Background: an optimization exercise with open tools, aiming at small area and a short achievable clock period. Do not read the settings as production practice.
Function was checked by simulation only, so behaviour that the tests miss may differ from the original.
No activity file was given, so power comes from the tool's default toggle rates.

== nickel ==
// arm_core
module arm_core #(parameter N = 64)
                (input  logic clk, reset,
                 output logic [N-1:0] IM_addr,
                 input  logic [31:0] IM_readData,
                 output logic [N-1:0] DM_addr, DM_writeData,
                 output logic DM_writeEnable, DM_readEnable,
                 input  logic [N-1:0] DM_readData);
export LEC_CHECK = 0
export CAP_MARGIN = 20
export CORE_MARGIN = 2
export CORE_UTILIZATION = 45
export SLEW_MARGIN = 20
create_clock -name core_clock -period 10.0 [get_ports {clk}]
standard.sh (not shown) runs the stock make flow with config.mk's settings and CLKGATE_MAP_FILE= SYNTH_SCRIPT=/design/flow/synth_recipe.tcl, a recipe that flattens the netlist after the stock synthesis.
==> flow/flow/run.sh <==
#!/bin/bash
# Standard ORFS layout (the standard.sh, standard synthesis) with:
#  - larger CTS sink clusters and no dummy loads (fewer clock buffers,
#    fewer tree levels),
#  - port buffers of a plain buffer cell.
set -euo pipefail
bash standard.sh SETUP_SLACK_MARGIN=7.0 \
  'CTS_ARGS=-sink_clustering_enable -repair_clock_nets -dont_use_dummy_load -sink_clustering_size 20 -sink_clustering_max_diameter 60' \
  'BUFFER_PORTS_ARGS=-buffer_cell sky130_fd_sc_hd__buf_4' \
  finish > make_finish.log 2>&1
[inputs] willow vs nickel
--- a/flow/design.v
+++ b/flow/design.v
@@ -48,44 +48,55 @@
     always_comb
         for (int j = 0; j < 31; j++) begin
             f_s1[j] = ~f_br & ~f_byp1 & (f_ra1 == 5'(j));
             f_s2[j] = f_r2l ? (~f_bypn & (f_rn == 5'(j))) : (~f_bypm & (f_rm == 5'(j)));
         end
     logic [11:0] d_ctl;
     logic [63:2] pc_d;
     logic [23:0] ir_d;
     logic [30:0] d_s1, d_s2;
     logic        d_byp1, d_byp2;
+    logic [30:0] d_s1n, d_s2n;
+    logic        d_byp1n, d_byp2n, d_brn;
     always_ff @(posedge clk, posedge reset)
         if (reset) d_ctl <= '0;
         else       d_ctl <= f_ctl;
     always_ff @(posedge clk) begin
         pc_d   <= pc_f;
         ir_d   <= IM_readData[23:0];
         d_s1   <= f_s1;
         d_s2   <= f_s2;
         d_byp1 <= f_byp1;
         d_byp2 <= f_byp2;
+        d_s1n   <= ~f_s1;
+        d_s2n   <= ~f_s2;
+        d_byp1n <= ~f_byp1;
+        d_byp2n <= ~f_byp2;
+        d_brn   <= ~f_br;
     end
     logic [30:0] w_sel;          
     logic [63:0] w_wd;
     logic [64*31-1:0] rf;
     always_ff @(posedge clk)
         for (int j = 0; j < 31; j++)
             if (w_sel[j]) rf[64*j +: 64] <= w_wd;
     logic [63:0] rd1, rd2;
     always_comb begin
-        rd1 = ({64{d_byp1}} & w_wd) | ({64{d_ctl[0]}} & {pc_d, 2'b00});
-        rd2 = {64{d_byp2}} & w_wd;
+        rd1[31:0]  = ({32{d_byp1}} & w_wd[31:0]) | ({32{d_ctl[0]}} & {pc_d[31:2], 2'b00});
+        rd2[31:0]  = {32{d_byp2}} & w_wd[31:0];
+        rd1[63:32] = ({32{~d_byp1n}} & w_wd[63:32]) | ({32{~d_brn}} & pc_d[63:32]);
+        rd2[63:32] = {32{~d_byp2n}} & w_wd[63:32];
         for (int j = 0; j < 31; j++) begin
-            rd1 = rd1 | ({64{d_s1[j]}} & rf[64*j +: 64]);
-            rd2 = rd2 | ({64{d_s2[j]}} & rf[64*j +: 64]);
+            rd1[31:0]  = rd1[31:0]  | ({32{d_s1[j]}}   & rf[64*j +: 32]);
+            rd2[31:0]  = rd2[31:0]  | ({32{d_s2[j]}}   & rf[64*j +: 32]);
+            rd1[63:32] = rd1[63:32] | ({32{~d_s1n[j]}} & rf[64*j+32 +: 32]);
+            rd2[63:32] = rd2[63:32] | ({32{~d_s2n[j]}} & rf[64*j+32 +: 32]);
         end
     end
     logic [20:0] d_imm;
     logic        d_imms;
     always_comb begin
         d_imm  = '0;
         d_imms = 1'b0;
         if (d_ctl[2]) begin           
             d_imm  = {{12{ir_d[20]}}, ir_d[20:12]};
             d_imms = ir_d[20];
### Flow results
- Synthesized cell count went up slightly going from nickel to willow.
- Going from nickel to willow, utilization after layout held; register-to-register slack went up 50 ps.
- Run comparison: nickel capture point of the critical path IM_addr[63]; willow capture point of the critical path DM_readEnable
- [diff] total power of the final layout, willow relative to nickel: regression
- As far as number of vias per cell after detailed routing is concerned, willow and nickel perform about the same.
- Delta (willow minus nickel): area after synthesis higher; non-clock buffer total of the final layout decreased by 6 relative to the old numbers; area added between synthesis and finish saw a decrease; worst hold slack went down by 15 ps; wire length reported by the detailed router picked up an extra about 2.1%.
- The measured slew at the worst slew-check pin reported for willow is smaller than that of nickel by 51 ps.

-- re-timing with driven ports --
The flow's constraints put no driver on any port. The routed layouts listed below were extracted and timed again, unchanged, in two steps. Step 1 assumes that a clkbuf_16 drives the clock port and a buf_2 every other input. Step 2 times the ports against the registers' clock, not the clock port: input delays grow and output delays shrink by t, the midpoint of the rising clock arrivals with the driver on. a / b / c = no drivers / after step 1 / after step 2; a / b = the first two.
run	t, ns	setup WS [ns]	hold slack, ns	latest minus earliest clock arrival (ns)
nickel	0.955	6.429 / 6.336 / 5.800	0.332 / 0.332 / 0.332	0.124 / 0.124
willow	0.967	6.325 / 6.223 / 5.960	0.317 / 0.317 / 0.317	0.112 / 0.112
After both steps every run listed still meets setup and hold. The setup slack of nickel, which loses most, moves by -0.093 ns with the drivers and by -0.629 ns with both steps.
